This design comes from an exercise in tuning for small area, a short achievable clock period and few clock cycles on the open sky130 flow, not from production work.
Power is estimated from default activity; no workload was simulated.

==> inputs of 01-03 <==
==> flow/design.v <==
module bellmanford (reset, clock, GMAR1, GMDR1, GMAR2, GMDR2, IMAR, IMDR, WMAR1, WMAR2, WMDR1, WMDR2, WMWDR, WMWAR, WMWE, OMAR, OMDR, OMWAR, OMWDR, OMWE, NegCycle, Finish);
input clock,reset;
output wire [12:0] GMAR1;
input wire [127:0] GMDR1;
output wire [12:0] GMAR2;
input wire [127:0] GMDR2;
output reg [12:0] IMAR;
input wire [7:0] IMDR;
output wire [12:0] WMAR1;
input wire [127:0] WMDR1;
output wire [12:0] WMAR2;
input wire [127:0] WMDR2;
output wire [12:0] WMWAR;
output wire [127:0] WMWDR;
output wire WMWE;
output wire [12:0] OMAR;
output wire [15:0] OMDR;
assign OMAR = 13'b0;
assign OMDR = 16'b0;
output reg [12:0] OMWAR;
output reg [15:0] OMWDR;
output wire OMWE;
output reg NegCycle;
output reg Finish;
localparam [3:0] QS = 4'd0,    
                 NS = 4'd1,    
                 E  = 4'd2,    
                 NX = 4'd3,    
                 PK = 4'd4,    
                 OA = 4'd5,    
                 OB = 4'd6,    
                 OC = 4'd7,    
                 OD = 4'd8,    
                 DN = 4'd9,    
                 NG = 4'd10;   
reg [3:0] st;
reg [5:0] Nm1;         
reg [5:0] U;           
reg [7:0] DistU;
reg [5:0] iv;          
reg [7:0] nw;          
reg [5:0] icnt;        
reg [2:0] fslot;       
reg [12:0] fline;      
reg [5:0] passm1;      
reg ncc;               
reg nproc;             
reg [63:0] dirty;      
reg [5:0] nxt;         
reg nxt_all;
reg qfirst;            
reg nxt_has;
reg fresh;             
reg [5:0] wa;          
reg wv;                
reg ep, rst_d;         
always @(posedge clock) begin
    rst_d <= reset;
    if (reset && !rst_d) ep <= !ep;
end
function [7:0] add8;   
    input [7:0] a, b;
    reg [7:0] g, p, g1, p1, g2, p2, g3;
    integer k;
    begin
        g = a & b;
        p = a ^ b;
        for (k = 0; k < 8; k = k + 1) begin
            g1[k] = (k >= 1) ? (g[k] | (p[k] & g[k-1])) : g[k];
            p1[k] = (k >= 1) ? (p[k] & p[k-1]) : p[k];
        end
        for (k = 0; k < 8; k = k + 1) begin
            g2[k] = (k >= 2) ? (g1[k] | (p1[k] & g1[k-2])) : g1[k];
            p2[k] = (k >= 2) ? (p1[k] & p1[k-2]) : p1[k];
        end
        for (k = 0; k < 8; k = k + 1)
            g3[k] = (k >= 4) ? (g2[k] | (p2[k] & g2[k-4])) : g2[k];
        add8 = p ^ {g3[6:0], 1'b0};
    end
endfunction
function lt8;          
    input [7:0] a, b;
    reg [7:0] l, e;
    reg [3:0] l1, e1;
    reg [1:0] l2, e2;
    integer k;
    begin
        l = ~a & b;
        e = ~(a ^ b);
        for (k = 0; k < 4; k = k + 1) begin
            l1[k] = l[2*k+1] | (e[2*k+1] & l[2*k]);
            e1[k] = e[2*k+1] & e[2*k];
        end
        for (k = 0; k < 2; k = k + 1) begin
            l2[k] = l1[2*k+1] | (e1[2*k+1] & l1[2*k]);
            e2[k] = e1[2*k+1] & e1[2*k];
        end
        lt8 = l2[1] | (e2[1] & l2[0]);
    end
endfunction
function lt6;          
    input [5:0] a, b;
    begin
        lt6 = lt8({2'b00, a}, {2'b00, b});
    end
endfunction
wire [7:0] rdist2 = WMDR2[21:14];
wire valid2 = WMDR2[13:0] == {ep, IMAR};
wire relax = (st == E) && (!valid2 || lt8(nw ^ 8'h80, rdist2 ^ 8'h80));
function [6:0] pe8;    
    input [7:0] x;
    begin
        casez (x)
            8'b???????1: pe8 = {1'b1, 3'b0, 3'd0};
            8'b??????10: pe8 = {1'b1, 3'b0, 3'd1};
            8'b?????100: pe8 = {1'b1, 3'b0, 3'd2};
            8'b????1000: pe8 = {1'b1, 3'b0, 3'd3};
            8'b???10000: pe8 = {1'b1, 3'b0, 3'd4};
            8'b??100000: pe8 = {1'b1, 3'b0, 3'd5};
            8'b?1000000: pe8 = {1'b1, 3'b0, 3'd6};
            8'b10000000: pe8 = {1'b1, 3'b0, 3'd7};
            default:     pe8 = 7'd0;
        endcase
    end
endfunction
function [6:0] pe64;   
    input [63:0] x;
    reg [7:0] g;
    reg [6:0] gi, t;
    reg [2:0] li;
    integer k;
    begin
        li = 3'd0;
        for (k = 0; k < 8; k = k + 1) g[k] = |x[8*k +: 8];
        gi = pe8(g);
        for (k = 0; k < 8; k = k + 1) begin
            t = pe8(x[8*k +: 8]);
            if (gi[2:0] == k) li = t[2:0];
        end
        pe64 = {gi[6], gi[2:0], li};
    end
endfunction
function [63:0] above;   
    input [5:0] a;
    integer k;
    begin
        for (k = 0; k < 64; k = k + 1) above[k] = (k > a);
    end
endfunction
wire [63:0] mask1 = nxt_all ? 64'hffffffffffffffff : above(nxt);
wire [6:0] pe_u = pe64(dirty & mask1);
wire wa_c = wv && lt6(U, wa);
wire iv_c = relax && lt6(U, iv);
wire wa_lt = !nxt_has || lt6(wa, nxt);
wire iv_lt = !nxt_has || lt6(iv, nxt);
wire iv_lt_wa = lt6(iv, wa);
wire keep_nxt = !(wa_c && wa_lt) && !(iv_c && iv_lt);   
wire abv_has = nxt_has || wa_c || iv_c;
wire [5:0] abv_alt = (iv_c && (!wa_c || iv_lt_wa)) ? iv : wa;
wire has_d = |dirty;
wire clr_u = (st == NS) || fresh;
wire [63:0] dirty_n = (st == QS) ? 64'd0 :
    ((dirty & ~({63'd0, clr_u} << U)) | ({63'd0, relax} << iv));
always @(posedge clock) dirty <= dirty_n;
wire [5:0] nmin = keep_nxt ? nxt : abv_alt;
wire nmin_has = abv_has;
wire done = (st == NX) || (st == E && icnt == 6'd0);
wire ahead = (st == E) && (icnt == 6'd0);
wire [5:0] Ur = ahead ? nxt : U;
assign GMAR1 = (st == QS) ? 13'd0 : {7'd0, Ur};
assign GMAR2 = (st == NS || ahead) ? GMDR1[12:0] : fline;
assign WMAR1 = {7'd0, Ur};
assign WMAR2 = {7'd0, iv};
assign WMWE = relax || (st == NS && qfirst);
assign WMWAR = {7'd0, (st == E) ? iv : U};
assign WMWDR = {100'd0, U, (st == E) ? nw : 8'd0, ep, IMAR};
assign OMWE = (st == OA) || (st == OB) || (st == OC) || (st == OD);
always @(*) begin
    case (st)
        OA: OMWDR = {8'd0, rdist2};
        OB: OMWDR = {8'd0, IMDR};
        OC: OMWDR = {10'd0, iv} + 16'd1;
        default: OMWDR = (IMDR == 8'hff) ? 16'hffff : 16'h0000;
    endcase
end
reg [13:0] slotw;
always @(*) begin
    case (fslot)
        3'd0: slotw = {GMDR2[125:120], GMDR2[119:112]};
        3'd1: slotw = {GMDR2[109:104], GMDR2[103:96]};
        3'd2: slotw = {GMDR2[93:88], GMDR2[87:80]};
        3'd3: slotw = {GMDR2[77:72], GMDR2[71:64]};
        3'd4: slotw = {GMDR2[61:56], GMDR2[55:48]};
        3'd5: slotw = {GMDR2[45:40], GMDR2[39:32]};
        3'd6: slotw = {GMDR2[29:24], GMDR2[23:16]};
        default: slotw = {GMDR2[13:8], GMDR2[7:0]};
    endcase
end
wire [5:0] L = GMDR2[117:112];
wire [7:0] dN = WMDR1[21:14];
wire nfirst = (st != E) || ahead;
wire [7:0] nwn = add8(nfirst ? ((st == NS && qfirst) ? 8'd0 : dN) : DistU,
                      nfirst ? GMDR2[103:96] : slotw[7:0]);
wire [7:0] nwr = add8(nw, GMDR2[103:96]);
wire selfn = relax && (iv == nxt);
wire [5:0] v1 = GMDR2[109:104] - 6'd1;    
always @(posedge clock) begin
    if (reset) begin
        st <= QS;
        IMAR <= 13'd0;
        OMWAR <= 13'd0;
        Finish <= 1'b0;
        NegCycle <= 1'b0;
    end else begin
        case (st)
        QS: begin
            Nm1 <= GMDR1[5:0] - 6'd2;
            U <= IMDR[5:0] - 6'd1;
            nxt <= IMDR[5:0] - 6'd1;
            nxt_all <= 1'b0;
            qfirst <= 1'b1;
            passm1 <= 6'd0;
            ncc <= 1'b1;
            nproc <= 1'b0;
            IMAR <= IMAR + 13'd1;
            st <= NS;
        end
        NS: begin
            DistU <= qfirst ? 8'd0 : WMDR1[21:14];
            nw <= nwn;
            qfirst <= 1'b0;
            wv <= 1'b0;
            nxt <= pe_u[5:0];
            nxt_has <= pe_u[6];
            if (U == Nm1) nproc <= 1'b1;
            iv <= v1;
            icnt <= L - 6'd1;
            fslot <= 3'd2;
            fline <= GMDR1[12:0];
            st <= (L == 6'd0) ? NX : E;
        end
        E: begin
            nxt <= nmin;
            nxt_has <= nmin_has;
            wv <= relax;
            wa <= iv;
            if (relax) begin
                ncc <= 1'b1;
            end
            if (icnt != 6'd0) begin
                iv <= slotw[13:8] - 6'd1;
                nw <= nwn;
                icnt <= icnt - 6'd1;
                fslot <= fslot + 3'd1;
                if (fslot == 3'd7) fline <= fline + 13'd1;
            end
        end
        NX: begin
            wv <= 1'b0;
        end
        PK: begin
            iv <= IMDR[5:0] - 6'd1;
            U <= pe_u[5:0];
            nxt <= pe_u[5:0];
            nxt_all <= 1'b0;
            if (passm1 == 6'd0 && !nproc && has_d) begin
                st <= NS;
            end else if (!ncc || !has_d) begin
                st <= OA;
            end else if (passm1 == Nm1) begin
                st <= NG;
            end else begin
                passm1 <= passm1 + 6'd1;
                ncc <= 1'b0;
                st <= NS;
            end
        end
        OA: begin
            OMWAR <= OMWAR + 13'd1;
            iv <= WMDR2[27:22];
            st <= OB;
        end
        OB: begin
            OMWAR <= OMWAR + 13'd1;
            IMAR <= IMAR + 13'd1;
            st <= OC;
        end
        OC: begin
            OMWAR <= OMWAR + 13'd1;
            iv <= WMDR2[27:22];
            if (WMDR2[27:22] == iv) st <= OD;    
        end
        OD: begin
            OMWAR <= OMWAR + 13'd1;
            if (IMDR == 8'hff) begin
                IMAR <= IMAR + 13'd1;
                st <= QS;
            end else begin
                Finish <= 1'b1;
                st <= DN;
            end
        end
        DN: begin
        end
        NG: begin
            NegCycle <= 1'b1;
        end
        default: st <= QS;
        endcase
        fresh <= 1'b0;
        if (ahead) begin
            nxt <= pe_u[5:0];
            nxt_has <= pe_u[6];
            DistU <= selfn ? nw : dN;
            nw <= selfn ? nwr : nwn;
            if (nxt == Nm1 && nxt_has) nproc <= 1'b1;
            iv <= v1;
            icnt <= L - 6'd1;
            fslot <= 3'd2;
            fline <= GMDR1[12:0];
        end
        if (done) begin
            if (abv_has) begin
                if (keep_nxt && nxt_has && st == E) begin
                    U <= nxt;
                    fresh <= 1'b1;
                    st <= (L == 6'd0) ? NX : E;
                end else begin
                    U <= keep_nxt ? nxt : abv_alt;
                    nxt <= keep_nxt ? nxt : abv_alt;
                    st <= NS;
                end
            end else begin
                nxt_all <= 1'b1;
                st <= PK;
            end
        end
    end
end
endmodule
==> flow/run.sh <==
#!/bin/bash
# synth_recipe.tcl (not shown) runs the flow's synth.tcl, then flattens the netlist and writes it again
# the make line also repeats each setting of config.mk as NAME=value (left out here)
make -C /OpenROAD-flow-scripts/flow DESIGN_CONFIG=/design/flow/config.mk WORK_HOME=/design/flow/orfs CLKGATE_MAP_FILE= SYNTH_SCRIPT=/design/flow/synth_recipe.tcl finish
==> flow/config.mk <==
export PLATFORM = sky130hd
export DESIGN_NAME = bellmanford
export DESIGN_NICKNAME = bellmanford
export VERILOG_FILES = /design/flow/design.v
export SDC_FILE = /design/flow/constraint.sdc
export NUM_CORES = 4
export LEC_CHECK = 0
export ABC_CLOCK_PERIOD_IN_PS = 3000
export CAP_MARGIN = 20
export CORE_AREA = 5 5 275 275
export DIE_AREA = 0 0 280 280
export SETUP_SLACK_MARGIN = 1.5
export SLEW_MARGIN = 20
==> flow/constraint.sdc <==
create_clock -name core_clock -period 5.0 [get_ports {clock}]
set_input_delay 1.0000 -clock core_clock [delete_from_list [all_inputs] [get_ports {clock}]]
set_output_delay 1.0000 -clock core_clock [all_outputs]
set_load 0.01 [all_outputs]
==> 12-26: changes against 01-03 <==
--- a/flow/design.v
+++ b/flow/design.v
@@ -38,7 +38,7 @@
 reg [5:0] U;           
 reg [7:0] DistU;
 reg [5:0] iv;          
-reg [7:0] nw;          
+reg [7:0] iw;          
 reg [5:0] icnt;        
 reg [2:0] fslot;       
 reg [12:0] fline;      
@@ -106,6 +106,7 @@
 endfunction
 wire [7:0] rdist2 = WMDR2[21:14];
 wire valid2 = WMDR2[13:0] == {ep, IMAR};
+wire [7:0] nw = add8(DistU, iw);
 wire relax = (st == E) && (!valid2 || lt8(nw ^ 8'h80, rdist2 ^ 8'h80));
 function [6:0] pe8;    
     input [7:0] x;
@@ -198,11 +199,6 @@
 end
 wire [5:0] L = GMDR2[117:112];
 wire [7:0] dN = WMDR1[21:14];
-wire nfirst = (st != E) || ahead;
-wire [7:0] nwn = add8(nfirst ? ((st == NS && qfirst) ? 8'd0 : dN) : DistU,
-                      nfirst ? GMDR2[103:96] : slotw[7:0]);
-wire [7:0] nwr = add8(nw, GMDR2[103:96]);
-wire selfn = relax && (iv == nxt);
 wire [5:0] v1 = GMDR2[109:104] - 6'd1;    
 always @(posedge clock) begin
     if (reset) begin
@@ -227,9 +223,9 @@
         end
         NS: begin
             DistU <= qfirst ? 8'd0 : WMDR1[21:14];
-            nw <= nwn;
             qfirst <= 1'b0;
             wv <= 1'b0;
+            iw <= GMDR2[103:96];
             nxt <= pe_u[5:0];
             nxt_has <= pe_u[6];
             if (U == Nm1) nproc <= 1'b1;
@@ -249,7 +245,7 @@
             end
             if (icnt != 6'd0) begin
                 iv <= slotw[13:8] - 6'd1;
-                nw <= nwn;
+                iw <= slotw[7:0];
                 icnt <= icnt - 6'd1;
                 fslot <= fslot + 3'd1;
                 if (fslot == 3'd7) fline <= fline + 13'd1;
@@ -311,8 +307,8 @@
         if (ahead) begin
             nxt <= pe_u[5:0];
             nxt_has <= pe_u[6];
-            DistU <= selfn ? nw : dN;
-            nw <= selfn ? nwr : nwn;
+            DistU <= dN;
+            iw <= GMDR2[103:96];
             if (nxt == Nm1 && nxt_has) nproc <= 1'b1;
             iv <= v1;
             icnt <= L - 6'd1;
@@ -321,7 +317,7 @@
         end
         if (done) begin
             if (abv_has) begin
-                if (keep_nxt && nxt_has && st == E) begin
+                if (keep_nxt && nxt_has && st == E && !(relax && iv == nxt)) begin
                     U <= nxt;
                     fresh <= 1'b1;
                     st <= (L == 6'd0) ? NX : E;
==> run summary <==
item	12-26	01-03
Metal2 WL	32400 µm	32100 µm
R2R Path End	U[0]	nxt[0]
R2R Path Start	iw[1]	nxt[5]
Result of the run	no timing/DRC/antenna violations	no timing/DRC/antenna violations
Post-synthesis xor/xnor area fraction	5.91%	6.16%
Synth-to-Final Area Change	35.9%	35.0%
Leak	7.88 nW	8.41 nW
Startpoint Class	flip-flop	primary input
Number of global-route vias before repair	15419	15475
Sequential area share after synthesis	28.8%	28.2%
Maximum number of pins on one net before global-route repair	65	67
Net Sw Power	2.76 mW	2.00 mW
Count of multi-input gates	1544	1617
Starting density of the core	21.0%	21.5%
Cell variety after synth	91	87
Library cell with the highest instance count after synthesis	sky130_fd_sc_hd__buf_4	sky130_fd_sc_hd__nand2_1
Count of antenna diodes in the layout	6	3
Wire length of the first global-routing pass	97900 µm	98200 µm
Share of the clock period used by the worst path	96.0%	70.8%
No functional check of the RTL was part of any run of this note.

==> static timing again, ports no longer ideal <==
How much do the figures lean on ideal ports? The routed layouts below were timed once more, with nothing changed but the port constraints. Step 1, drivers: a clkbuf_16 drives clock and a buf_2 each remaining input, both assumed. Step 2 times the ports against the registers' clock, not the clock port: input delays grow and output delays shrink by t, the midpoint of the rising clock arrivals with the driver on. Slacks: ideal ports / drivers / drivers and shift; pairs: ideal ports / drivers.
| run | shift t [ns] | setup WS [ns] | hold WS [ns] | worst setup path after step 2 |
|---|---|---|---|---|
| 01-03 | 0.531 | 1.460 / 1.406 / 1.096 | 0.485 / 0.485 / 0.485 | input to register |
| 12-26 | 0.506 | 0.199 / 0.145 / 0.218 | 0.482 / 0.482 / 0.482 | register to register |
After both steps setup and hold are still met in every run listed. The setup slack of 01-03, which loses most, moves by -0.054 ns with the drivers and by -0.364 ns with both steps.
